This is an optimization exercise on Yosys and OpenROAD, whose aim is small area and a short achievable clock period, not a production implementation.
The RTL was checked by simulation tests, not by an equivalence proof against the original design.
Power and IR drop assume default switching activity.

$ cat design/flow/design.v
module bcr # (parameter FIFO_WIDTH = 384, parameter ADDR_W = 15, parameter EDGE_W = 48, parameter Bank_Num_W = 3)
(
	input wire 						clk,
	input wire						rst,
	input wire						input_valid,
	input wire	[FIFO_WIDTH-1:0]	input_data,
	input wire						stall,
	output reg 	[EDGE_W-1:0]		output_data0,
	output reg 	[EDGE_W-1:0]		output_data1,
	output reg 	[EDGE_W-1:0]		output_data2,
	output reg 	[EDGE_W-1:0]		output_data3,
	output reg 	[EDGE_W-1:0]		output_data4,
	output reg 	[EDGE_W-1:0]		output_data5,
	output reg 	[EDGE_W-1:0]		output_data6,
	output reg 	[EDGE_W-1:0]		output_data7,
	output reg						output_valid0,
	output reg						output_valid1,
	output reg						output_valid2,
	output reg						output_valid3,
	output reg						output_valid4,
	output reg						output_valid5,
	output reg						output_valid6,
	output reg						output_valid7,
	output reg						inc
);
localparam W8 = EDGE_W*8;
reg [W8-1:0] data_in_q;
reg          stall_q;
reg          rst_q;
always @(posedge clk) begin
	data_in_q <= input_data;
	stall_q   <= stall;
	rst_q     <= rst;
end
wire [W8-1:0] out_q = {output_data7, output_data6, output_data5, output_data4,
                       output_data3, output_data2, output_data1, output_data0};
wire [W8-1:0] w_held = stall_q ? out_q : data_in_q;
wire [W8-1:0] out_d  = (rst | rst_q) ? {W8{1'b0}} : w_held;
always @(posedge clk) begin
	{output_data7, output_data6, output_data5, output_data4,
	 output_data3, output_data2, output_data1, output_data0} <= out_d;
end
function conf_in;
	input integer i;
	input integer j;
	begin
		conf_in = (input_data[EDGE_W*i +: Bank_Num_W] == input_data[EDGE_W*j +: Bank_Num_W]) ||
		          (input_data[EDGE_W*i+ADDR_W +: Bank_Num_W] == input_data[EDGE_W*j+ADDR_W +: Bank_Num_W]);
	end
endfunction
reg        v_q;
reg [7:0]  o_q;
reg [63:0] c_q;          
integer a, b;
wire [63:0] c_in;
wire [63:0] c_d;
genvar k, j;
generate
	for (k = 0; k < 8; k = k + 1) begin : cin_k
		for (j = 0; j < 8; j = j + 1) begin : cin_j
			if (k < j) begin : p
				assign c_in[8*k+j] = conf_in(k, j);
				bcr_mux2 u_m (.s(stall), .a0(c_in[8*k+j]), .a1(c_q[8*k+j]), .y(c_d[8*k+j]));
				always @(posedge clk) c_q[8*k+j] <= c_d[8*k+j];
			end
		end
	end
endgenerate
wire [7:0] g, ng;
wire [63:0] nc_q = ~c_q;
reg  [7:0] no_q;                   
assign g[0]  = no_q[0];
assign ng[0] = o_q[0];
genvar m;
generate
	for (k = 1; k < 8; k = k + 1) begin : lane
		wire [k-1:0] x, nx;        
		bcr_a21oi u_nx0 (.a(g[0]),  .b(c_q[k]),  .c(o_q[k]),  .y(nx[0]));
		bcr_o21ai u_x0  (.a(ng[0]), .b(nc_q[k]), .c(no_q[k]), .y(x[0]));
		for (m = 1; m < k; m = m + 1) begin : step
			bcr_a21oi u_nx (.a(g[m]),  .b(c_q[8*m+k]),  .c(x[m-1]),  .y(nx[m]));
			bcr_o21ai u_x  (.a(ng[m]), .b(nc_q[8*m+k]), .c(nx[m-1]), .y(x[m]));
		end
		assign g[k]  = nx[k-1];
		assign ng[k] = x[k-1];
	end
endgenerate
wire       inc_wire;
wire       nupd_b;
wire [7:0] nupd_a;
bcr_ctl u_ctl (.c(c_q), .o(o_q), .v(v_q), .rst(rst), .stall(stall),
               .inc(inc_wire), .nupd_b(nupd_b), .nupd_a(nupd_a));
wire [7:0] o_d;
wire       ov_p  = ~rst & ~stall & v_q;
wire [7:0] ov_d;
generate
	for (k = 0; k < 8; k = k + 1) begin : upd
		bcr_o21ai u_o  (.a(ng[k]), .b(nupd_b), .c(nupd_a[k]), .y(o_d[k]));
		bcr_nor2  u_ov (.a(ng[k]), .b(~ov_p), .y(ov_d[k]));
	end
endgenerate
always @(posedge clk) begin
	o_q <= o_d;
	no_q <= ~o_d;
	{output_valid7, output_valid6, output_valid5, output_valid4,
	 output_valid3, output_valid2, output_valid1, output_valid0} <= ov_d;
	if (rst)
		v_q <= 1'b0;
	else if (!stall)
		v_q <= input_valid;
	if (!rst)
		inc <= stall ? 1'b0 : inc_wire;
end
endmodule
module bcr_a21oi (input wire a, input wire b, input wire c, output wire y);
	assign y = ~((a & b) | c);
endmodule
module bcr_o21ai (input wire a, input wire b, input wire c, output wire y);
	assign y = ~((a | b) & c);
endmodule
module bcr_nor2 (input wire a, input wire b, output wire y);
	assign y = ~(a | b);
endmodule
module bcr_mux2 (input wire s, input wire a0, input wire a1, output wire y);
	assign y = s ? a1 : a0;
endmodule
module bcr_ctl (input wire [63:0] c, input wire [7:0] o, input wire v, input wire rst,
                input wire stall, output wire inc, output wire nupd_b, output wire [7:0] nupd_a);
	wire [27:0] bad;
	wire [7:0]  grp_ok;
	genvar i, j;
	generate
		for (i = 0; i < 8; i = i + 1) begin : bi
			for (j = i + 1; j < 8; j = j + 1) begin : bj
				localparam integer N = i*7 - (i*(i-1))/2 + (j - i - 1);
				bcr_nor3 u_bad (.a(~c[8*i+j]), .b(o[i]), .c(o[j]), .y(bad[N]));
			end
		end
		for (i = 0; i < 7; i = i + 1) begin : gr
			bcr_nor4 u_g (.a(bad[4*i]), .b(bad[4*i+1]), .c(bad[4*i+2]), .d(bad[4*i+3]), .y(grp_ok[i]));
		end
	endgenerate
	assign grp_ok[7] = 1'b1;
	wire na, nb;        
	bcr_nand4 u_na (.a(grp_ok[0]), .b(grp_ok[1]), .c(grp_ok[2]), .d(grp_ok[3]), .y(na));
	bcr_nand4 u_nb (.a(grp_ok[4]), .b(grp_ok[5]), .c(grp_ok[6]), .d(grp_ok[7]), .y(nb));
	assign inc = v & ~(na | nb);
	wire nx = ~rst & ~stall & v;
	wire ny = ~(~stall & v);
	bcr_o21ai u_b (.a(na), .b(nb), .c(nx), .y(nupd_b));
	for (i = 0; i < 8; i = i + 1) begin : ua
		bcr_o31ai u_a (.a(ny), .b(na), .c(nb), .d(~rst & o[i]), .y(nupd_a[i]));
	end
endmodule
module bcr_nor3 (input wire a, input wire b, input wire c, output wire y);
	assign y = ~(a | b | c);
endmodule
module bcr_nor4 (input wire a, input wire b, input wire c, input wire d, output wire y);
	assign y = ~(a | b | c | d);
endmodule
module bcr_nand4 (input wire a, input wire b, input wire c, input wire d, output wire y);
	assign y = ~(a & b & c & d);
endmodule
module bcr_o31ai (input wire a, input wire b, input wire c, input wire d, output wire y);
	assign y = ~((a | b | c) & d);
endmodule
$ cat design/flow/flow/run.sh
#!/bin/bash
# Standard layout, except that the port buffers are plain buffers instead of
# the delay cells buffer_ports picks by default.
set -euo pipefail
export BUFFER_PORTS_ARGS="-buffer_cell sky130_fd_sc_hd__buf_1"
bash standard.sh > standard.log 2>&1
$ cat design/flow/standard.sh
#!/bin/bash
# synth_recipe.tcl (not shown) runs the flow's synth.tcl, then flattens the netlist and writes it again
# the make line also repeats each setting of config.mk as NAME=value (left out here)
make -C /OpenROAD-flow-scripts/flow DESIGN_CONFIG=/design/flow/config.mk WORK_HOME=/design/flow/orfs CLKGATE_MAP_FILE= SYNTH_SCRIPT=/design/flow/synth_recipe.tcl "${@:-finish}"
$ cat design/flow/config.mk
export PLATFORM = sky130hd
export DESIGN_NAME = bcr
export DESIGN_NICKNAME = bcr
export VERILOG_FILES = /design/flow/design.v
export SDC_FILE = /design/flow/constraint.sdc
export NUM_CORES = 4
export LEC_CHECK = 0
export ABC_CLOCK_PERIOD_IN_PS = 1000
export CAP_MARGIN = 20
export CORE_MARGIN = 2
export CORE_UTILIZATION = 40
export CTS_CLUSTER_DIAMETER = 100
export CTS_CLUSTER_SIZE = 30
export SETUP_SLACK_MARGIN = 1.3
export SLEW_MARGIN = 20
export SYNTH_HIERARCHICAL = 1
$ cat design/flow/constraint.sdc
create_clock -name core_clock -period 3.0 [get_ports {clk}]
set_input_delay 0.6000 -clock core_clock [delete_from_list [all_inputs] [get_ports {clk}]]
set_output_delay 0.6000 -clock core_clock [all_outputs]
set_load 0.01 [all_outputs]
==> impl_results.md, run 1 <==
* Total global-route track usage at 0.2056
* Die height at 260.0 um
* Synthesized instance count at between 2000 and 2500
* Number of buffers created by CTS at 36
* Internal power component at ~15 mW
* Routed wire length at 74100 um
* # nets final at 3326
* Antenna violations before repair at 9
* Startpoint kind of the worst setup timing path: flip-flop
* Initial cell density of the core at 0.4060
* RSZ-0062 raised after global routing: yes
* Busiest grt layer: met2
* Cell Chain, Critical Path: buf_12, nor3_4, nor4_2, nand4_1, buf_6, buf_4, o31ai_2, o21ai_1
* Critical path launch point: o_q[0]
* Placed wire-length estimate after detailed placement at 54700 um
* Area delta synth->final at 30.40%
* Longest individual stage delay on the worst path at 410 ps
* MaxCap Viol Count at 0
* Outcome: finished clean
* Largest fanout on the critical path at 7
* Die outline width at about 260 um
* Final setup slack of the worst path at 1218 ps
* Post-placement cell area at 29590 sq um
* Clock latency reported for the late side of the worst-skew pair at 590 ps
* Fraction of layout instances using a drive strength above 1 at 0.3498
* Area of the core at 64580 sq um
* Number of global-route vias before repair at 17520
* Synthesized area at 26220 sq um
* Number of setup violations in the final report at 0
* I/O pin cnt at ~800
* TritonCTS sink count at 823
* Relative contribution of combinational cells to total power at 0.120
* Pin count of the biggest net entering global routing at 125
* Met1 layer usage reported by global route at 0.2275
* Number of design-rule violations left by the first detailed-router iteration at 834
* Post-synthesis net count at 2545
* Worst vdd rail ir drop at 455.6 uV
* Drt pass-1 iters at 5
* Post-Layout Inst Area at about 34000 sq um
* Setup Crit Path Kind: reg -> reg
* Met2 capacity usage during global routing at 0.3788
* Required time of the worst setup path at 3460 ps
* Final clock skew at 34.05 ps
* Number of pins with negative max-slew slack in the final report at 0
* Number of buffers between clock root and the deepest sink at 3
* Number of buffers added to fix hold violations after cts at 0
* Transition at the pin with the smallest max-transition slack at a little under 900 ps
* Slew headroom at 0.4074
* TritonCTS clock tree: yes
* Wire length of the first global-routing pass at 106000 um
* Count of H-tree levels built during CTS at 2
* Clock network fraction of design power at 0.293
* Time the worst path needs with I/O delays and setup at 1782 ps
* Filler cell count at roughly 5700
* Cell at the root of the clock tree: sky130_fd_sc_hd__clkbuf_16
* Achievable Freq at 561.3 MHz
* Net switching share of the total power at 0.2477
* Routed vias at around 18000
* Worst-path clk slew at 110 ps
* Crit-path leading delay family: simple AND/OR/NAND/NOR gates
* Critical Path Sink Type: flip-flop
* Cell with the largest stage delay on the worst path: sky130_fd_sc_hd__dfxtp_4
* Hold Path Class: in -> reg
* Synthesized area per cell at about 12 sq um
* Residual DRC count at 0
* Share of the cycle needed by the critical path after routing at 0.5938
* Wire per inst at 19.46 um
* Leak at about 15 nW
* Global route total overflow at 0
* Signal arrival time at the worst endpoint at 2240 ps
* Final weighted congestion in routability-driven placement at approximately 0.88
* Die area at ~68000 sq um
* Vias per inst at 4.637
* Endpoints failing hold at 0
* Count of yosys warnings during synthesis at 79
* Fraction of power consumed by sequential logic at 0.588
* Setup TNS after final layout at 0 ps
* Net Switching at 4.975 mW
* Post-route ant nets at 0
* Count of input and output buffers at 780
* Startpoint of the worst-slack reg-to-reg timing path: o_q[0]
* Buffers & Inverters on Critical Path at 3
* Startpoint of the tightest hold check path: input_data[171]
* Minimum setup slack after placement at around 650 ps
* FP Rows at 93
* Power per cell area at 587.2 nW/um^2
* Fraction of met3 tracks used by global routing at 0.04990
==> routing by layer <==
metal | part of all wire | routed length [um]
met1 | 0.38 | 28340
met2 | 0.52 | 38320
met3 | 0.063 | 4705
met4 | 0.036 | 2662
met5 | 0.00093 | 69
==> worst paths after layout <==
| kind | to | slack, ps | depth (start not counted) |
|---|---|---|---|
| worst max-delay path | o_q[2] | 1220 | 8 |
| worst min-delay path | data_in_q[171] | 80 | 1 |
| worst max register to register | o_q[2] | 1220 | 8 |
| worst min register to register | output_data5[16] | 460 | 2 |
==> cells in the final DEF, fill, tap and decap left out, types with 3 or more instances in the layout <==
master and n:
sky130_fd_sc_hd__dfxtp_1 438, sky130_fd_sc_hd__o21ai_1 18, sky130_fd_sc_hd__a21oi_4 3, sky130_fd_sc_hd__clkinv_8 3, sky130_fd_sc_hd__mux2_4 28, sky130_fd_sc_hd__dfxtp_2 372, sky130_fd_sc_hd__nor2b_1 9, sky130_fd_sc_hd__o31ai_2 6
sky130_fd_sc_hd__a21oi_2 18, sky130_fd_sc_hd__o21ai_2 11, sky130_fd_sc_hd__buf_4 89, sky130_fd_sc_hd__dfxtp_4 12, sky130_fd_sc_hd__nor3_2 27, sky130_fd_sc_hd__buf_6 296, sky130_fd_sc_hd__xor2_1 84, sky130_fd_sc_hd__inv_1 57
sky130_fd_sc_hd__xnor2_1 84, sky130_fd_sc_hd__mux2i_1 385, sky130_fd_sc_hd__diode_2 6, sky130_fd_sc_hd__o31ai_1 28, sky130_fd_sc_hd__nand3_1 28, sky130_fd_sc_hd__buf_2 93, sky130_fd_sc_hd__clkbuf_16 38, sky130_fd_sc_hd__nor2_1 392
sky130_fd_sc_hd__nor4_2 7, sky130_fd_sc_hd__buf_1 386, sky130_fd_sc_hd__clkinv_16 3, sky130_fd_sc_hd__buf_12 11
==> cell type report <==
type                    count  area, sq um  share of cell area
inverters                  58        217.7            0.006367
clock inverters             7        147.6            0.004318
repair buffers            877         6168              0.1804
multi-input cells        1142         8611              0.2518
well taps                 855         1070             0.03129
flip-flops and latches    823        17000              0.4971
diodes                      6        15.01           0.0004391
clock buffers              40        968.4             0.02832
==> through the flow <==
step | std cells | power [mW] | utilization | hold slack, ps
CTS | 3773 | 20.16 | 0.5135 | 46.20
global placement | 3689 | 13.94 | 0.4583 | 440.6
detailed placement | 3689 | 14.01 | 0.4583 | 447.7
global route | 3804 | 20.91 | 0.5293 | 51.26
floorplan | 2157 | 13.34 | - | 436.5
finish | 3808 | 20.08 | 0.5295 | 83.90
==> what timing repair did <==
item | 4_1_cts | 5_1_grt
pin swaps | 22 | 7
setup buffers | 37 | 29
gates resized for setup | 1023 | 193
setup endpoints to repair | 412 | 263
==> registers in the layout, indices dropped and copies added, names as in the netlist, 28 cells and up <==
signal        count
output_data6     48
output_data2     48
output_data7     48
c_q              28
output_data3     48
output_data1     48
output_data4     48
output_data5     48
data_in_q       384
output_data0     48
==> worst register-to-register path, delay by kind of cell, from the launching register on <==
kind / cells / cell delay, ps
compound gates: 2 / 290
buf+inv: 3 / 450
flops: 1 / 410
simple gates: 3 / 500
==> power groups by stage <==
stage	clock network, mW	registers (mW)	logic (mW)
3_5_place_dp	0	12.0	2.01
2_1_floorplan	0	12.0	1.35
4_1_cts	6.08	11.8	2.30
5_1_grt	6.46	11.9	2.59
6_report	5.88	11.8	2.40
3_3_place_gp	0	12.0	1.97
==> run 2, diff against run 1 <==
--- a/design/flow/config.mk
+++ b/design/flow/config.mk
@@ -11,6 +11,6 @@
 export CORE_UTILIZATION = 40
 export CTS_CLUSTER_DIAMETER = 100
 export CTS_CLUSTER_SIZE = 30
-export SETUP_SLACK_MARGIN = 1.3
+export SETUP_SLACK_MARGIN = 1.2
 export SLEW_MARGIN = 20
 export SYNTH_HIERARCHICAL = 1
==> impl_results.md, run 2 <==
* Final clock skew at 34.44 ps (+0.3921 ps)
* Cell Chain, Critical Path: a21oi_4, a21oi_4, a21oi_4, a21oi_2, a21oi_2, o21ai_2, o21ai_2, o21ai_4
* Pin count of the biggest net entering global routing at 91 (-27%)
* Number of buffers created by CTS at 36 (unchanged)
* Post-route ant nets at 0 (unchanged)
* Instance count along the most critical hold path at 1 (unchanged)
* FP Rows at 93 (unchanged)
* Library cell appearing most often on the critical path: sky130_fd_sc_hd__a21oi_4
* Synthesized area at 26220 sq um (unchanged)
* Outcome: finished clean
* Antenna violations before repair at 9 (unchanged)
* Wire per inst at 19.58 um (+0.63%)
* Longest individual stage delay on the worst path at 400 ps (about the same)
* Worst vdd rail ir drop at 407.8 uV (-10%)
* Setup TNS after final layout at 0 ps (unchanged)
* Relative contribution of combinational cells to total power at 0.111 (-0.009)
* Finished Core Util at 0.4842 (-0.04528)
* Critical Path Sink Type: flip-flop
* Number of design-rule violations left by the first detailed-router iteration at 863 (+3.5%)
* Number of pins with negative max-slew slack in the final report at 0 (unchanged)
* TritonCTS clock tree: yes
* Fraction of layout instances using a drive strength above 1 at 0.1068 (-0.2430)
* Signal arrival time at the worst endpoint at 2270 ps (+30 ps)
* Area of the core at 64580 sq um (unchanged)
* Required time of the worst setup path at 3470 ps (about the same)
* Worst hold endpoint: data_in_q[343]
* Commonest non-fill, non-tap cell in the layout: sky130_fd_sc_hd__dfxtp_1
* Total global-route track usage at 0.2069 (+0.001391)
* Setup Crit Path Kind: reg -> reg
* I/O pin cnt at 781 (unchanged)
* Post-synthesis net count at 2545 (unchanged)
* Commonest cells after routing, fill and taps aside: sky130_fd_sc_hd__dfxtp_1, sky130_fd_sc_hd__buf_1, sky130_fd_sc_hd__nor2_1
* Final weighted congestion in routability-driven placement at 0.9004 (+2.4%)
* Startpoint of the tightest hold check path: input_data[343]
* Wire length of the first global-routing pass at 106400 um (+0.39%)
* Capture instance of the worst register-to-register path: o_q[7]
* Internal power component at 14.81 mW (-1.9%)
* Die height at 260.0 um (unchanged)
* Count of cells along the worst register-to-register path at 8 (unchanged)
* Global route total overflow at 0 (unchanged)
* Max FFs per register at 384 (unchanged)
* Initial cell density of the core at 0.4060 (unchanged)
* Count of H-tree levels built during CTS at 2 (unchanged)
* Worst-path clk slew at 110 ps (about the same)
* Residual DRC count at 0 (unchanged)
* Vias per inst at 4.630 (-0.16%)
* R2R setup slack at 1200 ps (-20 ps)
* TritonCTS sink count at 823 (unchanged)
* Share of the cycle needed by the critical path after routing at 0.5995 (+0.005607)
* Number of setup violations in the final report at 0 (unchanged)
* Endpoints failing hold at 0 (unchanged)
* Synthesized instance count at 2157 (unchanged)
* Hold Path Class: in -> reg
* Clock latency reported for the late side of the worst-skew pair at 570 ps (-20 ps)
* RSZ-0062 raised after global routing: yes
* Largest fanout on the critical path at 6 (-1)
* Count of yosys warnings during synthesis at 79 (unchanged)
* Top register by number of flip-flops: data_in_q
* Placed wire-length estimate after detailed placement at 56780 um (+3.8%)
* Net Switching at 4.894 mW (-1.6%)
* Achievable Freq at 556.1 MHz (-0.94%)
* Routed vias at 17450 (-1.2%)
* Synthesized area per cell at 12.16 sq um (unchanged)
* Die outline width at 260.0 um (unchanged)
* Cell with the largest stage delay on the worst path: sky130_fd_sc_hd__dfxtp_4
* Net switching share of the total power at 0.2484 (+0.0006097)
* Slew headroom at 0.4313 (+0.02387)
* Count of input and output buffers at 780 (unchanged)
* Cell at the root of the clock tree: sky130_fd_sc_hd__clkbuf_16
* Startpoint kind of the worst setup timing path: flip-flop
* MaxCap Viol Count at 0 (unchanged)
* Filler cell count at 6041 (+6.7%)
* Drt pass-1 iters at 5 (unchanged)
* Area delta synth->final at 19.25%
* Number of buffers between clock root and the deepest sink at 3 (unchanged)
* Die area at 67620 sq um (unchanged)
* Startpoint of the worst-slack reg-to-reg timing path: no_q[0]
* Leak at 12.95 nW (-13%)
* Fraction of power consumed by sequential logic at 0.596 (+0.008)
* Routed wire length at 73780 um (-0.42%)
* Time the worst path needs with I/O delays and setup at 1798 ps (+16.82 ps)
* Transition at the pin with the smallest max-transition slack at 853.1 ps (-35.80 ps)
* Number of global-route vias before repair at 17510 (-0.097%)
* Clock network fraction of design power at 0.293 (about the same)
* # nets final at 3291 (-1.1%)
* Power per cell area at 630.2 nW/um^2 (+7.3%)
## run 2: timing repair
action / in CTS / in global routing
setup endpoints to repair: 62 / 49
hold endpoints to repair: 0 / 0
hold buffers: 0 / 0
pin swaps: 4 / 13
resized for setup: 63 / 61
buffers inserted: 13 / 12
gates cloned: 0 / 0
## run 2: through the flow
step	hold slack (ps)	cells	total power [mW]	setup slack, ps	cell area (sq um)
after floorplan	436.5	2157	13.34	1159	26260
after global placement	439.5	3695	13.96	757.6	29690
after detailed placement	446.7	3695	14.03	685.9	29690
after CTS	56.93	3755	19.83	1200	31000
after global routing	56.36	3768	20.54	1108	31270
final	103.6	3768	19.70	1202	31270
## run 2: metal layers
metal / share of wire / track usage / vias to the layer above
met1: 0.39 / 0.2330 / 8345
met4: 0.032 / 0.07008 / 8
met2: 0.51 / 0.3796 / 521
met5: 0.00075 / 0 / -
met3: 0.065 / 0.05000 / 115
li1: - / - / 8456
## run 2: critical path, delay by kind of cell (launching register included)
kind	cells	cell delay [ps]
flip-flops	1	400
AO/OA/AOI/OAI	8	1280
## run 2: worst max-delay path by stage
stage,startpoint,to,slack [ps],cells after the start
4_1_cts,output_data0[18],output_data0[18],1200,1
3_3_place_gp,o_q[3],o_q[2],760,5
5_1_grt,no_q[0],o_q[7],1110,8
6_report,no_q[0],o_q[7],1200,8
3_5_place_dp,o_q[4],o_q[2],690,5
2_1_floorplan,o_q[0],o_q[1],1160,5
## run 2: power by group through the flow
stage               registers, mW  clock network (mW)  logic [mW]
global placement             12.0                   0        1.98
global route                 11.8                6.36        2.38
CTS                          11.7                5.97        2.11
detailed placement           12.0                   0        2.03
floorplan                    12.0                   0        1.35
finish                       11.7                5.77        2.19
## run 2: final cells by class
type / instances / area, sq um / share of cell area
Sequential cell: 823 / 16530 / 0.5288
Multi-Input combinational cell: 1142 / 8673 / 0.2774
Timing Repair Buffer: 842 / 3699 / 0.1183
Tap cell: 855 / 1070 / 0.03421
Clock buffer: 40 / 947.2 / 0.03029
Inverter: 58 / 217.7 / 0.006962
Clock inverter: 7 / 126.4 / 0.004041
Antenna cell: 1 / 2.502 / 0.00008003
==> run 3, diff against run 2 <==
--- a/design/flow/design.v
+++ b/design/flow/design.v
@@ -34,8 +34,15 @@
 end
 wire [W8-1:0] out_q = {output_data7, output_data6, output_data5, output_data4,
                        output_data3, output_data2, output_data1, output_data0};
-wire [W8-1:0] w_held = stall_q ? out_q : data_in_q;
-wire [W8-1:0] out_d  = (rst | rst_q) ? {W8{1'b0}} : w_held;
+wire          sel_out = stall_q & ~(rst | rst_q);
+wire          sel_in  = ~stall_q & ~(rst | rst_q);
+wire [W8-1:0] out_d;
+genvar d;
+generate
+	for (d = 0; d < W8; d = d + 1) begin : dp
+		bcr_a22o u_d (.a(sel_out), .b(out_q[d]), .c(sel_in), .d(data_in_q[d]), .y(out_d[d]));
+	end
+endgenerate
 always @(posedge clk) begin
 	{output_data7, output_data6, output_data5, output_data4,
 	 output_data3, output_data2, output_data1, output_data0} <= out_d;
@@ -164,3 +171,6 @@
 module bcr_o31ai (input wire a, input wire b, input wire c, input wire d, output wire y);
 	assign y = ~((a | b | c) & d);
 endmodule
+module bcr_a22o (input wire a, input wire b, input wire c, input wire d, output wire y);
+	assign y = (a & b) | (c & d);
+endmodule
--- a/design/flow/config.mk
+++ b/design/flow/config.mk
@@ -11,6 +11,6 @@
 export CORE_UTILIZATION = 40
 export CTS_CLUSTER_DIAMETER = 100
 export CTS_CLUSTER_SIZE = 30
-export SETUP_SLACK_MARGIN = 1.2
+export SETUP_SLACK_MARGIN = 1.25
 export SLEW_MARGIN = 20
 export SYNTH_HIERARCHICAL = 1
==> impl_results.md, run 3 <==
* Outcome: finished clean
* Fraction of power consumed by sequential logic at 0.602 (+0.006)
* Number of setup violations in the final report at 0 (unchanged)
* Hold Path Class: in -> reg
* # nets final at 2896 (-12%)
* Buffers & Inverters on Critical Path at 3 (+3)
* Time the worst path needs with I/O delays and setup at 1820 ps (+21.81 ps)
* Initial cell density of the core at 0.4039 (-0.002102)
* RSZ-0062 raised after global routing: yes
* Pin count of the biggest net entering global routing at 79 (-13%)
* Die area at 61570 sq um (-9.0%)
* Largest fanout on the critical path at 8 (+2)
* Finished Core Util at 0.5100 (+0.02583)
* MaxCap Viol Count at 0 (unchanged)
* Routed vias at 16650 (-4.6%)
* Placed wire-length estimate after detailed placement at 61090 um (+7.6%)
* TritonCTS sink count at 823 (unchanged)
* Setup Crit Path Kind: reg -> reg
* Transition at the pin with the smallest max-transition slack at 855.7 ps (+2.618 ps)
* Number of buffers between clock root and the deepest sink at 3 (unchanged)
* Clock network fraction of design power at 0.299 (+0.006)
* Filler cell count at 5330 (-12%)
* Commonest non-fill, non-tap cell in the layout: sky130_fd_sc_hd__dfxtp_1
* Post-route ant nets at 0 (unchanged)
* Signal arrival time at the worst endpoint at 2270 ps (about the same)
* Clock latency reported for the late side of the worst-skew pair at 590 ps (+20 ps)
* Final weighted congestion in routability-driven placement at 0.9645 (+7.1%)
* Required time of the worst setup path at 3450 ps (-20 ps)
* Synthesized instance count at 1688 (-22%)
* Power per cell area at 650.0 nW/um^2 (+3.1%)
* Library cell appearing most often on the critical path: sky130_fd_sc_hd__buf_6
* TritonCTS clock tree: yes
* FP Rows at 89 (-4.3%)
* Number of design-rule violations left by the first detailed-router iteration at 942 (+9.2%)
* Post-synthesis net count at 2076 (-18%)
* Cell with the largest stage delay on the worst path: sky130_fd_sc_hd__dfxtp_4
* Longest individual stage delay on the worst path at 430 ps (+30 ps)
* Endpoints failing hold at 0 (unchanged)
* Number of placed cells counting well taps at 3213 (-13%)
* Crit-path leading delay family: compound AO/OA/AOI/OAI gates
* Synthesized area at 23840 sq um (-9.1%)
* Residual DRC count at 0 (unchanged)
* Global route total overflow at 0 (unchanged)
* Area delta synth->final at 26.26%
* Vias per inst at 5.039 (+8.8%)
* Fraction of layout instances using a drive strength above 1 at 0.2752 (+0.1684)
* Achievable Freq at 549.4 MHz (-1.2%)
* Final clock skew at 21.26 ps (-13.18 ps)
* Antenna violations before repair at 51 (+42)
* Number of global-route vias before repair at 16130 (-7.9%)
* Drt pass-1 iters at 5 (unchanged)
* Worst vdd rail ir drop at 570.7 uV (+40%)
* Number of buffers created by CTS at 36 (unchanged)
* Wire per inst at 24.13 um (+23%)
* Non-Filler Instances at 3304 (-12%)
* Count of yosys warnings during synthesis at 79 (unchanged)
* Slew headroom at 0.4296 (-0.001745)
* Relative contribution of combinational cells to total power at 0.099 (-0.012)
* Startpoint kind of the worst setup timing path: flip-flop
* Area of the core at 59020 sq um (-8.6%)
* I/O pin cnt at 781 (unchanged)
* Count of H-tree levels built during CTS at 2 (unchanged)
* Net switching share of the total power at 0.2493 (+0.0009193)
* Commonest cells after routing, fill and taps aside: sky130_fd_sc_hd__dfxtp_1, sky130_fd_sc_hd__buf_1, sky130_fd_sc_hd__a22o_1
* Leak at 12.67 nW (-2.2%)
* Cell at the root of the clock tree: sky130_fd_sc_hd__clkbuf_16
* Net Switching at 4.877 mW (-0.34%)
* Number of pins with negative max-slew slack in the final report at 0 (unchanged)
* Synthesized area per cell at 14.12 sq um (+16%)
* Routed wire length at 79730 um (+8.1%)
* Cell Chain, Critical Path: buf_6, buf_6, nor3_4, nor4_2, nand4_1, buf_6, o21ai_4, o21ai_1
* Die outline width at 248.1 um (-4.6%)
* Count of input and output buffers at 780 (unchanged)
* Internal power component at 14.69 mW (-0.83%)
* Final total power at 19.56 mW (-0.71%)
* Total global-route track usage at 0.2431 (+0.03613)
* Critical Path Sink Type: flip-flop
* Worst-path clk slew at 120 ps (about the same)
* Max FFs per register at 384 (unchanged)
* Top register by number of flip-flops: data_in_q
* Share of the cycle needed by the critical path after routing at 0.6067 (+0.007270)
* Wire length of the first global-routing pass at 109700 um (+3.1%)
* Die height at 248.1 um (-4.6%)
-- run 3: repair_timing --
item	4_1_cts	5_1_grt
endpoints found under the setup margin	251	224
gates resized for setup	359	235
buffers inserted	24	6
hold buffers	0	0
pin swaps	14	17
-- run 3: layout make-up --
type | count | area, sq um | share of cell area
well taps | 773 | 967.2 | 0.03213
multi-input cells | 759 | 6892 | 0.2289
clock inverters | 9 | 143.9 | 0.004780
clock buffers | 39 | 922.1 | 0.03063
diodes | 13 | 32.53 | 0.001081
inverters | 58 | 217.7 | 0.007233
flip-flops and latches | 823 | 16650 | 0.5533
repair buffers | 830 | 4272 | 0.1419
-- run 3: worst register-to-register path: stages, from the launching register on --
cell,delay (ps)
sky130_fd_sc_hd__dfxtp_4,430
sky130_fd_sc_hd__buf_6,120
sky130_fd_sc_hd__buf_6,90
sky130_fd_sc_hd__nor3_4,30
sky130_fd_sc_hd__nor4_2,270
sky130_fd_sc_hd__nand4_1,130
sky130_fd_sc_hd__buf_6,160
sky130_fd_sc_hd__o21ai_4,290
sky130_fd_sc_hd__o21ai_1,170
-- run 3: per-stage QoR --
step                      cell area (sq um)  hold WS, ps  setup TNS (ps)  worst slack [ps]
after floorplan                       23900        416.1        -2023850             -5270
after global placement                27680        417.9               0             884.1
after detailed placement              27680        421.0               0             893.7
after CTS                             29610        51.65               0              1209
after global routing                  30090        57.32               0              1107
final                                 30100        86.72               0              1180
-- run 3: path summary, 6_finish.rpt --
kind	from	cells past startpoint	to	slack [ps]
hold reg to reg	data_in_q[142]	1	output_data2[46]	430
setup / recovery	o_q[0]	8	o_q[1]	1180
hold / removal	input_data[109]	1	data_in_q[109]	90
setup reg to reg	o_q[0]	8	o_q[1]	1180
-- run 3: power by group through the flow --
| stage | Sequential (mW) | Clock, mW | Combinational (mW) |
|---|---|---|---|
| 3_3_place_gp | 12.0 | 0 | 1.69 |
| 3_5_place_dp | 12.0 | 0 | 1.73 |
| 6_report | 11.8 | 5.84 | 1.94 |
| 4_1_cts | 11.8 | 6.00 | 1.88 |
| 2_1_floorplan | 12.0 | 0 | 1.06 |
| 5_1_grt | 11.8 | 6.40 | 2.09 |
-- run 3: per-layer routing --
metal,part of all wire,track usage
met5,0.00088,0
met3,0.078,0.06356
met4,0.040,0.09611
met1,0.38,0.2811
met2,0.50,0.4281
==> run 4, diff against run 3 <==
--- a/design/flow/config.mk
+++ b/design/flow/config.mk
@@ -11,6 +11,6 @@
 export CORE_UTILIZATION = 40
 export CTS_CLUSTER_DIAMETER = 100
 export CTS_CLUSTER_SIZE = 30
-export SETUP_SLACK_MARGIN = 1.25
+export SETUP_SLACK_MARGIN = 1.15
 export SLEW_MARGIN = 20
 export SYNTH_HIERARCHICAL = 1
==> impl_results.md, run 4 <==
* Outcome: finished clean
* Count of cells along the worst register-to-register path at 6 (-2)
* Pin count of the biggest net entering global routing at 94 (+19%)
* Largest fanout on the critical path at 10 (+2)
* Startpoint of the worst-slack reg-to-reg timing path: o_q[3]
* Post-synthesis net count at 2076 (unchanged)
* Count of H-tree levels built during CTS at 2 (unchanged)
* Final total power at 19.88 mW (+1.6%)
* Post-Route Hold Slack at 89.56 ps (+2.850 ps)
* Number of setup violations in the final report at 0 (unchanged)
* Max FFs per register at 384 (unchanged)
* Residual DRC count at 0 (unchanged)
* Antenna violations before repair at 52 (+2.0%)
* Initial cell density of the core at 0.4039 (unchanged)
* Fraction of power consumed by sequential logic at 0.591 (-0.011)
* Routed met3 length at 7218 um (+16%)
* I/O pin cnt at 781 (unchanged)
* Global route total overflow at 0 (unchanged)
* Number of pins with negative max-slew slack in the final report at 0 (unchanged)
* Critical path launch point: o_q[3]
* Count of input and output buffers at 780 (unchanged)
* Power per cell area at 680.7 nW/um^2 (+4.7%)
* Leak at 11.39 nW (-10%)
* Vias per inst at 4.971 (-1.4%)
* Commonest cells after routing, fill and taps aside: sky130_fd_sc_hd__dfxtp_1, sky130_fd_sc_hd__buf_1, sky130_fd_sc_hd__a22o_1
* Synthesized instance count at 1688 (unchanged)
* Worst-path clk slew at 120 ps (about the same)
* Achievable Freq at 550.8 MHz (+0.26%)
* R2R setup slack at 1180 ps (about the same)
* Area of the core at 59020 sq um (unchanged)
* Number of placed cells counting well taps at 3213 (unchanged)
* Capture instance of the worst register-to-register path: o_q[6]
* Die height at 248.1 um (unchanged)
* Number of buffers created by CTS at 38 (+5.6%)
* Commonest non-fill, non-tap cell in the layout: sky130_fd_sc_hd__dfxtp_1
* # nets final at 2880 (-0.55%)
* Final clock skew at 24.60 ps (+3.339 ps)
* Wire per inst at 23.51 um (-2.6%)
* Die outline width at 248.1 um (unchanged)
* Signal arrival time at the worst endpoint at 2270 ps (about the same)
* Clock latency reported for the late side of the worst-skew pair at 590 ps (about the same)
* Post-route ant nets at 0 (unchanged)
* Transition at the pin with the smallest max-transition slack at 897.4 ps (+41.71 ps)
* Final weighted congestion in routability-driven placement at 0.9197 (-4.6%)
* Total global-route track usage at 0.2362 (-0.006893)
* Required time of the worst setup path at 3460 ps (about the same)
* Relative contribution of combinational cells to total power at 0.090 (-0.009)
* MaxCap Viol Count at 0 (unchanged)
* Area delta synth->final at 22.53%
* Net Switching at 4.947 mW (+1.4%)
* Synthesized area per cell at 14.12 sq um (unchanged)
* Worst vdd rail ir drop at 649.9 uV (+14%)
* Number of global-route vias before repair at 15780 (-2.2%)
* RSZ-0062 raised after global routing: yes
* Slew headroom at 0.4017 (-0.02781)
* Fraction of layout instances using a drive strength above 1 at 0.1150 (-0.1602)
* Share of the cycle needed by the critical path after routing at 0.6052 (-0.001557)
* Count of yosys warnings during synthesis at 79 (unchanged)
* TritonCTS sink count at 823 (unchanged)
* Cell with the largest stage delay on the worst path: sky130_fd_sc_hd__dfxtp_4
* Startpoint of the tightest hold check path: input_data[35]
* Synthesized area at 23840 sq um (unchanged)
* TritonCTS clock tree: yes
* Cell at the root of the clock tree: sky130_fd_sc_hd__clkbuf_16
* Startpoint kind of the worst setup timing path: flip-flop
* Longest individual stage delay on the worst path at 470 ps (+40 ps)
* Routed vias at 16400 (-1.5%)
* Die area at 61570 sq um (unchanged)
* Time the worst path needs with I/O delays and setup at 1816 ps (-4.670 ps)
* Endpoints failing hold at 0 (unchanged)
* Routed length on met1 at 28400 um (-5.7%)
* Drt pass-1 iters at 5 (unchanged)
* Setup Crit Path Kind: reg -> reg
* Non-Filler Instances at 3299 (-0.15%)
* Clock network fraction of design power at 0.319 (+0.020)
* Internal power component at 14.94 mW (+1.7%)
* Net switching share of the total power at 0.2488 (-0.0004732)
* Hold Path Class: in -> reg
* Placed wire-length estimate after detailed placement at 60170 um (-1.5%)
* Critical path capture point: o_q[6]
* Number of buffers between clock root and the deepest sink at 3 (unchanged)
* Number of design-rule violations left by the first detailed-router iteration at 831 (-12%)
* Routed wire length at 77570 um (-2.7%)
* FP Rows at 89 (unchanged)
* Cell Chain, Critical Path: nor3_2, nor4_2, nand4_1, buf_6, o21ai_4, o21ai_1
* Top layer reached by signal wires: met5
* Wire length on met2 at 38640 um (-3.6%)
* Filler cell count at 5420 (+1.7%)
* Top register by number of flip-flops: data_in_q
* Critical Path Sink Type: flip-flop
* Wire length of the first global-routing pass at 106000 um (-3.4%)
-- run 4: final cells by class --
type	instances	area, sq um	share of cell area
flip-flops and latches	823	16530	0.5659
multi-input cells	759	6805	0.2330
repair buffers	812	3397	0.1163
clock buffers	41	983.4	0.03367
well taps	773	967.2	0.03311
clock inverters	12	256.5	0.008781
inverters	58	217.7	0.007453
diodes	21	52.55	0.001799
-- run 4: through the flow --
| step | setup slack, ps | area [sq um] | TNS, ps | util |
|---|---|---|---|---|
| 2_1_floorplan | -5270 | 23890 | -2023850 | - |
| 3_3_place_gp | 901.3 | 27670 | 0 | 0.4688 |
| 3_5_place_dp | 860.2 | 27670 | 0 | 0.4688 |
| 4_1_cts | 1121 | 29050 | 0 | 0.4922 |
| 5_1_grt | 1128 | 29200 | 0 | 0.4947 |
| 6_report | 1185 | 29210 | 0 | 0.4950 |
-- run 4: what timing repair did --
item                                    4_1_cts  5_1_grt
buffers inserted                              6        6
hold buffers                                  0        0
endpoints found under the setup margin       62       33
gates resized for setup                      55       30
pin swaps                                     1        6
-- run 4: worst min path at each step --
stage / endpoint / slack [ps] / cells past startpoint
final: data_in_q[35] / 90 / 1
after global routing: data_in_q[335] / 50 / 1
after CTS: data_in_q[216] / 50 / 1
after detailed placement: output_data5[26] / 420 / 1
after global placement: output_data1[9] / 420 / 1
after floorplan: output_data0[0] / 420 / 1
-- run 4: worst max-delay path: cells and delay by family (launching register included) --
family | cells | cell delay (ps)
AO/OA/AOI/OAI | 2 | 430
AND/OR/NAND/NOR | 3 | 570
buffers and inverters | 1 | 190
flip-flops | 1 | 470
-- run 4: power groups by stage --
stage / registers [mW] / logic (mW) / clock network [mW]
after global routing: 11.8 / 1.93 / 6.91
after global placement: 12.0 / 1.68 / 0
after detailed placement: 12.0 / 1.71 / 0
after floorplan: 12.0 / 1.06 / 0
after CTS: 11.8 / 1.76 / 6.52
final: 11.8 / 1.79 / 6.34
-- run 4: routing by layer --
metal / vias up / track usage
met5: - / 0
met4: 20 / 0.1098
met3: 184 / 0.08673
met2: 611 / 0.4085
met1: 7910 / 0.2570
li1: 7673 / -
==> run 5, diff against run 4 <==
--- a/design/flow/config.mk
+++ b/design/flow/config.mk
@@ -11,6 +11,6 @@
 export CORE_UTILIZATION = 40
 export CTS_CLUSTER_DIAMETER = 100
 export CTS_CLUSTER_SIZE = 30
-export SETUP_SLACK_MARGIN = 1.15
+export SETUP_SLACK_MARGIN = 1.2
 export SLEW_MARGIN = 20
 export SYNTH_HIERARCHICAL = 1
==> impl_results.md, run 5 <==
* Outcome: finished clean
* Initial cell density of the core at 0.4039 (unchanged)
* Area delta synth->final at 23.75%
* TritonCTS sink count at 823 (unchanged)
* Critical Path Sink Type: flip-flop
* Clock latency reported for the late side of the worst-skew pair at 590 ps (about the same)
* Hold Path Class: in -> reg
* Required time of the worst setup path at 3470 ps (about the same)
* # nets final at 2899 (+0.66%)
* Worst vdd rail ir drop at 577.8 uV (-11%)
* Net Switching at 4.864 mW (-1.7%)
* Fraction of layout instances using a drive strength above 1 at 0.1551 (+0.04013)
* Number of buffers added to fix hold violations after cts at 0 (unchanged)
* Share of the cycle needed by the critical path after routing at 0.6092 (+0.004003)
* Count of yosys warnings during synthesis at 79 (unchanged)
* MaxCap Viol Count at 0 (unchanged)
* Transition at the pin with the smallest max-transition slack at 878.1 ps (-19.26 ps)
* Final clock skew at 19.74 ps (-4.854 ps)
* Largest fanout on the critical path at 6 (-4)
* Final total power at 19.50 mW (-1.9%)
* Area of the core at 59020 sq um (unchanged)
* RSZ-0062 raised after global routing: yes
* I/O pin cnt at 781 (unchanged)
* Total global-route track usage at 0.2418 (+0.005644)
* Clock network fraction of design power at 0.299 (-0.020)
* Number of buffers created by CTS at 36 (-5.3%)
* Internal power component at 14.64 mW (-2.0%)
* Cell at the root of the clock tree: sky130_fd_sc_hd__clkbuf_16
* Die area at 61570 sq um (unchanged)
* Count of cells along the worst register-to-register path at 9 (+3)
* Synthesized instance count at 1688 (unchanged)
* FP Rows at 89 (unchanged)
* R2R setup slack at 1170 ps (about the same)
* Relative contribution of combinational cells to total power at 0.097 (+0.007)
* Signal arrival time at the worst endpoint at 2300 ps (+30 ps)
* Antenna violations before repair at 53 (+1.9%)
* Wire length of the first global-routing pass at 109100 um (+2.9%)
* Startpoint kind of the worst setup timing path: flip-flop
* Post-route ant nets at 0 (unchanged)
* Setup TNS after final layout at 0 ps (unchanged)
* Time the worst path needs with I/O delays and setup at 1828 ps (+12.01 ps)
* Setup Crit Path Kind: reg -> reg
* Achievable Freq at 547.2 MHz (-0.66%)
* Net switching share of the total power at 0.2494 (+0.0006316)
* Synthesized area at 23840 sq um (unchanged)
* Endpoints failing hold at 0 (unchanged)
* TritonCTS clock tree: yes
* Number of global-route vias before repair at 15990 (+1.3%)
* Fraction of power consumed by sequential logic at 0.604 (+0.013)
* Routed vias at 16550 (+0.93%)
* Commonest non-fill, non-tap cell in the layout: sky130_fd_sc_hd__dfxtp_1
* Die outline width at 248.1 um (unchanged)
* Power per cell area at 661.0 nW/um^2 (-2.9%)
* Number of design-rule violations left by the first detailed-router iteration at 920 (+11%)
* Die height at 248.1 um (unchanged)
* Worst-path clk slew at 120 ps (about the same)
* Pin count of the biggest net entering global routing at 79 (-16%)
* Number of buffers between clock root and the deepest sink at 3 (unchanged)
* Slew headroom at 0.4146 (+0.01284)
* Wire per inst at 23.96 um (+1.9%)
* Vias per inst at 5.002 (+0.63%)
* Number of pins with negative max-slew slack in the final report at 0 (unchanged)
* Instance count along the most critical hold path at 1 (unchanged)
* Synthesized area per cell at 14.12 sq um (unchanged)
* Leak at 11.75 nW (+3.2%)
* Count of input and output buffers at 780 (unchanged)
* Residual DRC count at 0 (unchanged)
* Max FFs per register at 384 (unchanged)
* Top register by number of flip-flops: data_in_q
* Drt pass-1 iters at 5 (unchanged)
* Post-synthesis net count at 2076 (unchanged)
* Placed wire-length estimate after detailed placement at 61090 um (+1.5%)
* Routed wire length at 79290 um (+2.2%)
* Count of H-tree levels built during CTS at 2 (unchanged)
* Number of setup violations in the final report at 0 (unchanged)
* Global route total overflow at 0 (unchanged)
* Final weighted congestion in routability-driven placement at 0.9645 (+4.9%)
* Commonest cells after routing, fill and taps aside: sky130_fd_sc_hd__dfxtp_1, sky130_fd_sc_hd__buf_1, sky130_fd_sc_hd__a22o_1
==> run 5: power by group through the flow <==
stage	registers [mW]	logic (mW)	clock network (mW)
final	11.8	1.90	5.83
after global routing	11.8	2.04	6.40
after CTS	11.8	1.80	6.00
after detailed placement	12.0	1.73	0
after global placement	12.0	1.69	0
after floorplan	12.0	1.06	0
==> run 5: through the flow <==
stage	hold WS, ps	instance area [sq um]	std cells	util	worst slack, ps
final	88.71	29500	3309	0.4999	1172
after global routing	55.18	29490	3303	0.4996	1088
after CTS	51.65	29080	3276	0.4927	1199
after detailed placement	421.0	27680	3213	0.4689	893.7
after global placement	417.9	27680	3213	0.4689	884.1
after floorplan	416.1	23900	1688	-	-5270
==> run 5: what timing repair did <==
action	4_1_cts	5_1_grt
resized for setup	119	84
buffers inserted	15	18
pin swaps	4	19
hold endpoints to repair	0	0
setup endpoints to repair	110	68
==> run 5: path summary, 6_finish.rpt <==
| kind | from | endpoint |
|---|---|---|
| hold reg to reg | data_in_q[142] | output_data2[46] |
| setup reg to reg | o_q[2] | o_q[7] |
| hold / removal | input_data[109] | data_in_q[109] |
| setup / recovery | o_q[2] | o_q[7] |
==> run 5: cell type report <==
cell class / instances / area (sq um)
repair buffers: 833 / 3784
fillers: 5367 / 29520
well taps: 773 / 967.2
clock buffers: 39 / 922.1
inverters: 58 / 217.7
clock inverters: 9 / 143.9
diodes: 15 / 37.54
multi-input cells: 759 / 6884
flip-flops and latches: 823 / 16550
==> run 5: metal layers <==
layer,share of wire,global-route usage,vias up
li1,-,-,7692
met1,0.38,0.2814,8035
met2,0.50,0.4261,659
met3,0.077,0.06238,155
met4,0.040,0.09191,10
met5,0.00077,0,-
==> run 5: critical path, cell delays in order (launching register included) <==
cell and delay [ps]:
sky130_fd_sc_hd__dfxtp_4 400, sky130_fd_sc_hd__buf_4 140, sky130_fd_sc_hd__a21oi_2 120, sky130_fd_sc_hd__o21ai_2 90, sky130_fd_sc_hd__o21ai_2 310, sky130_fd_sc_hd__o21ai_4 120, sky130_fd_sc_hd__o21ai_2 180, sky130_fd_sc_hd__o21ai_2 90
sky130_fd_sc_hd__o21ai_2 160, sky130_fd_sc_hd__o21ai_2 90
==> run 6, diff against run 5 <==
--- a/design/flow/design.v
+++ b/design/flow/design.v
@@ -67,7 +67,7 @@
 		for (j = 0; j < 8; j = j + 1) begin : cin_j
 			if (k < j) begin : p
 				assign c_in[8*k+j] = conf_in(k, j);
-				bcr_mux2 u_m (.s(stall), .a0(c_in[8*k+j]), .a1(c_q[8*k+j]), .y(c_d[8*k+j]));
+				bcr_a22o u_m (.a(stall), .b(c_q[8*k+j]), .c(~stall), .d(c_in[8*k+j]), .y(c_d[8*k+j]));
 				always @(posedge clk) c_q[8*k+j] <= c_d[8*k+j];
 			end
 		end
@@ -75,7 +75,8 @@
 endgenerate
 wire [7:0] g, ng;
 wire [63:0] nc_q = ~c_q;
-reg  [7:0] no_q;                   
+reg        no_q0;                  
+wire [7:0] no_q = {~o_q[7:1], no_q0};
 assign g[0]  = no_q[0];
 assign ng[0] = o_q[0];
 genvar m;
@@ -108,7 +109,7 @@
 endgenerate
 always @(posedge clk) begin
 	o_q <= o_d;
-	no_q <= ~o_d;
+	no_q0 <= ~o_d[0];
 	{output_valid7, output_valid6, output_valid5, output_valid4,
 	 output_valid3, output_valid2, output_valid1, output_valid0} <= ov_d;
 	if (rst)
@@ -127,9 +128,6 @@
 endmodule
 module bcr_nor2 (input wire a, input wire b, output wire y);
 	assign y = ~(a | b);
-endmodule
-module bcr_mux2 (input wire s, input wire a0, input wire a1, output wire y);
-	assign y = s ? a1 : a0;
 endmodule
 module bcr_ctl (input wire [63:0] c, input wire [7:0] o, input wire v, input wire rst,
                 input wire stall, output wire inc, output wire nupd_b, output wire [7:0] nupd_a);
--- a/design/flow/config.mk
+++ b/design/flow/config.mk
@@ -11,6 +11,6 @@
 export CORE_UTILIZATION = 40
 export CTS_CLUSTER_DIAMETER = 100
 export CTS_CLUSTER_SIZE = 30
-export SETUP_SLACK_MARGIN = 1.2
+export SETUP_SLACK_MARGIN = 1.0
 export SLEW_MARGIN = 20
 export SYNTH_HIERARCHICAL = 1
==> impl_results.md, run 6 <==
* Outcome: finished clean
* Antenna violations before repair at 44 (-17%)
* Final clock skew at 23.79 ps (+4.043 ps)
* Count of cells along the worst register-to-register path at 11 (+2)
* Instance count along the most critical hold path at 1 (unchanged)
* Cell Chain, Critical Path: buf_1
* Pin count of the biggest net entering global routing at 91 (+15%)
* Die outline width at 246.6 um (-0.62%)
* Startpoint kind of the worst setup timing path: flip-flop
* Global route total overflow at 0 (unchanged)
* Buffers & Inverters on Critical Path at 1 (unchanged)
* Share of the cycle needed by the critical path after routing at 0.6477 (+0.03848)
* Worst hold endpoint: data_in_q[334]
* Endpoints failing hold at 0 (unchanged)
* Area delta synth->final at 21.36%
* Final weighted congestion in routability-driven placement at 0.9311 (-3.5%)
* Number of setup violations in the final report at 0 (unchanged)
* MaxCap Viol Count at 0 (unchanged)
* Synthesized area at 23540 sq um (-1.3%)
* Number of global-route vias before repair at 15760 (-1.4%)
* Number of design-rule violations left by the first detailed-router iteration at 998 (+8.5%)
* Startpoint of the tightest hold check path: input_data[334]
* Drt pass-1 iters at 5 (unchanged)
* Routed wire length at 76760 um (-3.2%)
* Clock latency reported for the late side of the worst-skew pair at 590 ps (about the same)
* Power per cell area at 669.2 nW/um^2 (+1.2%)
* Number of pins with negative max-slew slack in the final report at 0 (unchanged)
* Required time of the worst setup path at 2400 ps (-1070 ps)
* Number of buffers created by CTS at 35 (-2.8%)
* Vias per inst at 4.971 (-0.62%)
* TritonCTS clock tree: yes
* Minimum setup slack after placement at 742.0 ps (-151.6 ps)
* Count of H-tree levels built during CTS at 2 (unchanged)
* Post-route ant nets at 0 (unchanged)
* Signal arrival time at the worst endpoint at 1340 ps (-960 ps)
* Placed wire-length estimate after detailed placement at 59790 um (-2.1%)
* Setup Crit Path Kind: reg -> out
* TritonCTS sink count at 817 (-0.73%)
* Wire per inst at 23.47 um (-2.0%)
* Cell at the root of the clock tree: sky130_fd_sc_hd__clkbuf_16
* Worst vdd rail ir drop at 555.8 uV (-3.8%)
* Wire length of the first global-routing pass at 107700 um (-1.3%)
* Synthesized area per cell at 13.99 sq um (-0.97%)
* Number of buffers between clock root and the deepest sink at 3 (unchanged)
* Post-synthesis net count at 2071 (-0.24%)
* I/O pin cnt at 781 (unchanged)
* Hold Path Class: in -> reg
* Routed vias at 16260 (-1.8%)
* Commonest non-fill, non-tap cell in the layout: sky130_fd_sc_hd__dfxtp_1
* Time the worst path needs with I/O delays and setup at 1943 ps (+115.5 ps)
* Count of input and output buffers at 780 (unchanged)
* Crit-path leading delay family: buffers and inverters
* Leak at 10.92 nW (-7.1%)
* Count of yosys warnings during synthesis at 79 (unchanged)
* Commonest cells after routing, fill and taps aside: sky130_fd_sc_hd__dfxtp_1, sky130_fd_sc_hd__buf_1, sky130_fd_sc_hd__a22o_1
* Slew headroom at 0.4286 (+0.01402)
* Achievable Freq at 514.7 MHz (-5.9%)
* Die area at 60810 sq um (-1.2%)
* Capture instance of the worst register-to-register path: o_q[7]
* Largest fanout on the critical path at 2 (-4)
* Residual DRC count at 0 (unchanged)
* Total global-route track usage at 0.2401 (-0.001698)
* Transition at the pin with the smallest max-transition slack at 857.1 ps (-21.02 ps)
* Initial cell density of the core at 0.4065 (+0.002512)
* R2R setup slack at 1120 ps (-50 ps)
* Synthesized instance count at 1683 (-0.30%)
* Cell with the largest stage delay on the worst path: sky130_fd_sc_hd__buf_1
* Critical Path Sink Type: primary output
* FP Rows at 88 (-1.1%)
* Startpoint of the worst-slack reg-to-reg timing path: c_q[1]
* Final total power at 19.12 mW (-2.0%)
* Die height at 246.6 um (-0.62%)
* Fraction of layout instances using a drive strength above 1 at 0.07769 (-0.07740)
* Final setup slack of the worst path at 1057 ps (-115.5 ps)
* RSZ-0062 raised after global routing: yes
* Top register by number of flip-flops: data_in_q
* # nets final at 2876 (-0.79%)
* Longest individual stage delay on the worst path at 390 ps (about the same)
* Area of the core at 57920 sq um (-1.9%)
* Max FFs per register at 384 (unchanged)
* Worst-path clk slew at 110 ps (about the same)
[run 6: through the flow]
stage	cells	utilization	instance area [sq um]	setup TNS, ps	hold WS, ps
finish	3270	0.4933	28570	0	85.18
global route	3267	0.4931	28560	0	53.44
CTS	3255	0.4914	28460	0	40.93
detailed placement	3205	0.4723	27350	0	421.0
global placement	3205	0.4723	27350	0	417.2
floorplan	1683	-	23570	-2023850	416.1
[run 6: report_power, final]
group,internal (mW),switching (mW)
Clock,2.34,3.44
Sequential,11.4,0.284
Combinational,0.711,0.986
Total,14.4,4.71
[run 6: cell type report]
class | count | area (sq um)
clock buffer | 39 | 933.4
clock inverter | 7 | 118.9
sequential | 817 | 16380
timing repair buffer | 816 | 3332
multi-input combinational | 759 | 6601
antenna | 8 | 20.02
tap | 765 | 957.2
fill | 5343 | 29350
inverter | 59 | 221.5
[run 6: worst max path at each step]
stage / from / endpoint / slack [ps] / depth (start not counted)
floorplan: rst / output_data0[0] / -5270 / 2
global placement: rst / output_data3[3] / 800 / 5
detailed placement: rst / output_data3[14] / 740 / 5
CTS: output_data1[45] / output_data1[45] / 1010 / 1
global route: c_q[1] / o_q[7] / 980 / 11
finish: output_data7[37] / output_data7[37] / 1060 / 1
[run 6: metal layers]
metal / up-vias / GRT usage / part of all wire
met5: - / 0 / 0.00090
met4: 10 / 0.06502 / 0.025
met3: 149 / 0.06732 / 0.076
met2: 586 / 0.4291 / 0.51
met1: 7834 / 0.2804 / 0.39
li1: 7676 / - / -
[run 6: what timing repair did]
item / in CTS / in global routing
buffers inserted: 4 / 7
setup endpoints to repair: 14 / 7
hold buffers: 0 / 0
pin swaps: 1 / 2
resized for setup: 12 / 10
==> run 7, diff against run 6 <==
--- a/design/flow/config.mk
+++ b/design/flow/config.mk
@@ -11,6 +11,6 @@
 export CORE_UTILIZATION = 40
 export CTS_CLUSTER_DIAMETER = 100
 export CTS_CLUSTER_SIZE = 30
-export SETUP_SLACK_MARGIN = 1.0
+export SETUP_SLACK_MARGIN = 1.15
 export SLEW_MARGIN = 20
 export SYNTH_HIERARCHICAL = 1
==> impl_results.md, run 7 <==
* Outcome: finished clean
* Signal arrival time at the worst endpoint at 2320 ps (+980 ps)
* Antenna violations before repair at 43 (-2.3%)
* Post-Route Hold Slack at 86.97 ps (+1.787 ps)
* Wire per inst at 23.16 um (-1.4%)
* Share of the cycle needed by the critical path after routing at 0.6154 (-0.03228)
* Number of logic stages on the critical path including buffering at 7 (+6)
* Longest individual stage delay on the worst path at 400 ps (about the same)
* Power per cell area at 666.1 nW/um^2 (-0.47%)
* Number of design-rule violations left by the first detailed-router iteration at 846 (-15%)
* MaxCap Viol Count at 0 (unchanged)
* I/O pin cnt at 781 (unchanged)
* Area of the core at 57920 sq um (unchanged)
* Critical Path Sink Type: flip-flop
* Critical path capture point: o_q[6]
* Cell at the root of the clock tree: sky130_fd_sc_hd__clkbuf_16
* Finished Core Util at 0.4973 (+0.003996)
* Crit-path leading delay family: simple AND/OR/NAND/NOR gates
* Sequential Area at 16400 sq um (+0.13%)
* Commonest cells after routing, fill and taps aside: sky130_fd_sc_hd__dfxtp_1, sky130_fd_sc_hd__buf_1, sky130_fd_sc_hd__a22o_1
* Final weighted congestion in routability-driven placement at 0.9553 (+2.6%)
* Top register by number of flip-flops: data_in_q
* Worst vdd rail ir drop at 611.2 uV (+10%)
* Count of cells along the worst register-to-register path at 7 (-4)
* Commonest non-fill, non-tap cell in the layout: sky130_fd_sc_hd__dfxtp_1
* Initial cell density of the core at 0.4065 (unchanged)
* Count of yosys warnings during synthesis at 79 (unchanged)
* Routed vias at 16370 (+0.70%)
* Worst-path clk slew at 110 ps (about the same)
* Synthesized area at 23540 sq um (unchanged)
* Leak at 11.13 nW (+1.9%)
* Number of global-route vias before repair at 15870 (+0.69%)
* Time the worst path needs with I/O delays and setup at 1846 ps (-96.83 ps)
* Residual DRC count at 0 (unchanged)
* Synthesized area per cell at 13.99 sq um (unchanged)
* Count of input and output buffers at 780 (unchanged)
* Synthesized instance count at 1683 (unchanged)
* Max FFs per register at 384 (unchanged)
* Drt pass-1 iters at 5 (unchanged)
* Vias per inst at 4.978 (+0.15%)
* Achievable Freq at 541.7 MHz (+5.2%)
* Startpoint of the worst-slack reg-to-reg timing path: o_q[1]
* Clock latency reported for the late side of the worst-skew pair at 590 ps (about the same)
* Setup Crit Path Kind: reg -> reg
* Critical path launch point: o_q[1]
* Setup TNS after final layout at 0 ps (unchanged)
* Filler cell count at 5369 (+0.49%)
* Final total power at 19.18 mW (+0.34%)
* Die outline width at 246.6 um (unchanged)
* Non-Filler Instances at 3288 (+0.55%)
* Placed wire-length estimate after detailed placement at 58520 um (-2.1%)
* TritonCTS clock tree: yes
* Count of H-tree levels built during CTS at 2 (unchanged)
* Die area at 60810 sq um (unchanged)
* RSZ-0062 raised after global routing: yes
* Startpoint kind of the worst setup timing path: flip-flop
* Post-route ant nets at 0 (unchanged)
* Area delta synth->final at 22.34%
* Total area of multi-input combinational cells at 6659 sq um (+0.87%)
* Die height at 246.6 um (unchanged)
* Number of setup violations in the final report at 0 (unchanged)
* Routed wire length at 76140 um (-0.81%)
* Global route total overflow at 0 (unchanged)
* Hold Path Class: in -> reg
* Capture instance of the worst register-to-register path: o_q[6]
* Buffers & Inverters on Critical Path at 2 (+1)
* # nets final at 2879 (+0.10%)
* Largest fanout on the critical path at 6 (+4)
* Slew headroom at 0.3795 (-0.04911)
* Cell Chain, Critical Path: buf_6, nor3_2, nor4_2, nand4_1, buf_6, o31ai_2, o21ai_1
* Number of placed cells counting well taps at 3199 (-0.19%)
* Total global-route track usage at 0.2365 (-0.003642)
* Endpoints failing hold at 0 (unchanged)
* R2R setup slack at 1150 ps (+30 ps)
* Cell with the largest stage delay on the worst path: sky130_fd_sc_hd__dfxtp_4
* Number of buffers added to fix hold violations after cts at 0 (unchanged)
* TritonCTS sink count at 817 (unchanged)
* Number of buffers between clock root and the deepest sink at 3 (unchanged)
* Fraction of layout instances using a drive strength above 1 at 0.09840 (+0.02071)
* Library cell appearing most often on the critical path: sky130_fd_sc_hd__buf_6
* Final clock skew at 26.50 ps (+2.708 ps)
* Wire length of the first global-routing pass at 105900 um (-1.7%)
* Pin count of the biggest net entering global routing at 160 (+76%)
* Number of buffers created by CTS at 36 (+2.9%)
* Required time of the worst setup path at 3470 ps (+1070 ps)
* Transition at the pin with the smallest max-transition slack at 930.8 ps (+73.66 ps)
* Post-synthesis net count at 2071 (unchanged)
* Number of pins with negative max-slew slack in the final report at 0 (unchanged)
* FP Rows at 88 (unchanged)
run 7: cell count changes in the layout (fill, tap and decap cells not counted), sizes merged:
cell,previous run,this run
clkinv,3,5
clkbuf,40,46
inv,63,64
buf,815,809
diode,8,23
run 7: final cells by class:
type,count,share of cell area
Tap cell,765,0.03324
Sequential cell,817,0.5696
Multi-Input combinational cell,759,0.2312
Timing Repair Buffer,818,0.1191
Clock buffer,37,0.03141
Clock inverter,10,0.005691
Antenna cell,23,0.001999
Inverter,59,0.007690
run 7: worst register-to-register path, cell delays in order, from the launching register on:
cell and delay, ps:
sky130_fd_sc_hd__dfxtp_4 400, sky130_fd_sc_hd__buf_6 140, sky130_fd_sc_hd__nor3_2 50, sky130_fd_sc_hd__nor4_2 300, sky130_fd_sc_hd__nand4_1 240, sky130_fd_sc_hd__buf_6 220, sky130_fd_sc_hd__o31ai_2 300, sky130_fd_sc_hd__o21ai_1 100
run 7: worst min path at each step:
stage / startpoint / end / slack [ps] / cells past startpoint
floorplan: data_in_q[0] / output_data0[0] / 420 / 1
global placement: data_in_q[103] / output_data2[7] / 420 / 1
detailed placement: data_in_q[177] / output_data3[33] / 420 / 1
CTS: input_data[87] / data_in_q[87] / 50 / 1
global route: input_data[105] / data_in_q[105] / 60 / 1
finish: input_data[87] / data_in_q[87] / 90 / 1
run 7: metrics by stage:
step | cell area (sq um) | setup WS, ps
after CTS | 28550 | 1150
after global placement | 27330 | 825.6
after global routing | 28780 | 1104
after floorplan | 23590 | -5270
final | 28800 | 1154
after detailed placement | 27330 | 758.9
run 7: repair_timing:
action                                  in CTS  in global routing
resized for setup                           49                 32
buffers inserted                             8                 11
pin swaps                                    3                  9
endpoints found under the setup margin      51                 21
run 7: layer usage:
layer | wire [um] | GRT usage | part of all wire
met1 | 28750 | 0.2661 | 0.38
met2 | 37050 | 0.3985 | 0.49
met3 | 6584 | 0.07843 | 0.086
met4 | 3698 | 0.1217 | 0.049
met5 | 57 | 0 | 0.00075
run 7: report_power, final:
part / switching (mW) / leakage (nW) / total (mW) / internal, mW
Sequential: 0.287 / 6.78 / 11.6 / 11.4
Clock: 3.49 / 0.519 / 5.80 / 2.31
Combinational: 1.01 / 3.83 / 1.73 / 0.727
Total: 4.78 / 11.1 / 19.2 / 14.4
==> run 8, diff against run 7 <==
--- a/design/flow/config.mk
+++ b/design/flow/config.mk
@@ -11,6 +11,7 @@
 export CORE_UTILIZATION = 40
 export CTS_CLUSTER_DIAMETER = 100
 export CTS_CLUSTER_SIZE = 30
+export PLACE_DENSITY = 0.75
 export SETUP_SLACK_MARGIN = 1.15
 export SLEW_MARGIN = 20
 export SYNTH_HIERARCHICAL = 1
==> impl_results.md, run 8 <==
* Outcome: finished clean
* Library cell appearing most often on the critical path: sky130_fd_sc_hd__buf_6
* Commonest cells after routing, fill and taps aside: sky130_fd_sc_hd__dfxtp_1, sky130_fd_sc_hd__buf_1, sky130_fd_sc_hd__a22o_1
* Critical path launch point: o_q[7]
* Hold Path Class: in -> reg
* Crit-path leading delay family: simple AND/OR/NAND/NOR gates
* Max FFs per register at 384 (unchanged)
* Longest individual stage delay on the worst path at 500 ps (+100 ps)
* Required time of the worst setup path at 3430 ps (-40 ps)
* Count of yosys warnings during synthesis at 79 (unchanged)
* Number of pins with negative max-slew slack in the final report at 0 (unchanged)
* Number of setup violations in the final report at 0 (unchanged)
* I/O pin cnt at 781 (unchanged)
* Critical Path Sink Type: flip-flop
* Routed met3 length at 4978 um (-24%)
* Cell with the largest stage delay on the worst path: sky130_fd_sc_hd__dfxtp_2
* Finished Core Util at 0.4960 (-0.001231)
* Number of buffers between clock root and the deepest sink at 3 (unchanged)
* Post-synthesis net count at 2071 (unchanged)
* RSZ-0062 raised after global routing: yes
* Share of the cycle needed by the critical path after routing at 0.6415 (+0.02612)
* Achievable Freq at 519.6 MHz (-4.1%)
* Worst-path clk slew at 110 ps (about the same)
* Setup Crit Path Kind: reg -> reg
* Total global-route track usage at 0.2168 (-0.01967)
* Transition at the pin with the smallest max-transition slack at 830.0 ps (-100.8 ps)
* Synthesized instance count at 1683 (unchanged)
* Die height at 246.6 um (unchanged)
* Largest fanout on the critical path at 9 (+3)
* Number of global-route vias before repair at 16060 (+1.2%)
* Count of H-tree levels built during CTS at 2 (unchanged)
* Time the worst path needs with I/O delays and setup at 1925 ps (+78.37 ps)
* Commonest non-fill, non-tap cell in the layout: sky130_fd_sc_hd__dfxtp_1
* R2R setup slack at 1080 ps (-80 ps)
* Buffers & Inverters on Critical Path at 2 (unchanged)
* Number of design-rule violations left by the first detailed-router iteration at 905 (+7.0%)
* # nets final at 2885 (+0.21%)
* Startpoint kind of the worst setup timing path: flip-flop
* Synthesized area at 23540 sq um (unchanged)
* Die area at 60810 sq um (unchanged)
* Minimum setup slack after placement at 649.1 ps (-109.8 ps)
* Signal arrival time at the worst endpoint at 2360 ps (+40 ps)
* Global route total overflow at 0 (unchanged)
* Worst vdd rail ir drop at 625.9 uV (+2.4%)
* Top layer reached by signal wires: met5
* Startpoint of the worst-slack reg-to-reg timing path: o_q[7]
* Wire per inst at 21.55 um (-6.9%)
* Top register by number of flip-flops: data_in_q
* Antenna violations before repair at 30 (-30%)
* MaxCap Viol Count at 0 (unchanged)
* Endpoints failing hold at 0 (unchanged)
* Final setup slack of the worst path at 1076 ps (-78.37 ps)
* Fraction of layout instances using a drive strength above 1 at 0.09313 (-0.005275)
* Routed length on met1 at 27510 um (-4.3%)
* Power per cell area at 657.3 nW/um^2 (-1.3%)
* Die outline width at 246.6 um (unchanged)
* Number of buffers added to fix hold violations after cts at 0 (unchanged)
* Slew headroom at 0.4461 (+0.06657)
* Drt pass-1 iters at 5 (unchanged)
* Wire length on met2 at 34890 um (-5.8%)
* Routed wire length at 70810 um (-7.0%)
* Initial cell density of the core at 0.4065 (unchanged)
* Vias per inst at 5.054 (+1.5%)
* Area of the core at 57920 sq um (unchanged)
* Number of placed cells counting well taps at 3208 (+0.28%)
* Routed vias at 16610 (+1.5%)
* TritonCTS sink count at 817 (unchanged)
* Area delta synth->final at 22.04%
* Setup TNS after final layout at 0 ps (unchanged)
* Residual DRC count at 0 (unchanged)
* FP Rows at 88 (unchanged)
run 8: changes by cell type in the layout (fill, tap and decap cells not counted), sizes merged:
| cell | before | now |
|---|---|---|
| buf | 809 | 822 |
| clkinv | 5 | 1 |
| clkbuf | 46 | 41 |
| diode | 23 | 19 |
| inv | 64 | 62 |
run 8: cell type report:
type,instances,area [sq um]
Fill cell,5015,29190
Sequential cell,817,16400
Multi-Input combinational cell,759,6694
Timing Repair Buffer,826,3451
Tap cell,765,957.2
Clock buffer,37,883.3
Inverter,59,221.5
Clock inverter,4,70.07
Antenna cell,19,47.55
run 8: path summary, 6_finish.rpt:
kind,depth (start not counted),endpoint
min reg2reg,1,output_data3[28]
min,1,data_in_q[217]
max reg2reg,7,o_q[7]
max,7,o_q[7]
run 8: per-layer routing:
layer	GRT usage	vias up
met2	0.3772	728
met4	0.09621	4
met1	0.2561	8029
li1	-	7695
met3	0.04662	151
met5	0	-
run 8: where the power goes:
part | switching [mW] | internal [mW] | total [mW]
clock | 3.24 | 2.18 | 5.42
combinational | 1.04 | 0.765 | 1.80
sequential | 0.301 | 11.4 | 11.7
total | 4.58 | 14.3 | 18.9
run 8: stage by stage:
stage          hold slack, ps  power [mW]  cell area (sq um)
5_1_grt                 69.04       19.55              28720
6_report                104.7       18.88              28730
3_3_place_gp            418.2       13.46              27380
4_1_cts                 67.37       18.87              28490
3_5_place_dp            421.8       13.53              27380
2_1_floorplan           416.1       12.86              23590
run 8: what timing repair did:
item,in CTS,in global routing
setup buffers,9,9
pin swaps,6,15
gates resized for setup,34,35
endpoints found under the setup margin,31,18

Check on run 8: ideal ports give 1.075 ns setup slack; a clkbuf_16 on the clock port and buf_2 on the inputs give 1.075 ns; moving port delays by the midpoint clock arrival (0.619 ns) as well gives 0.673 ns.
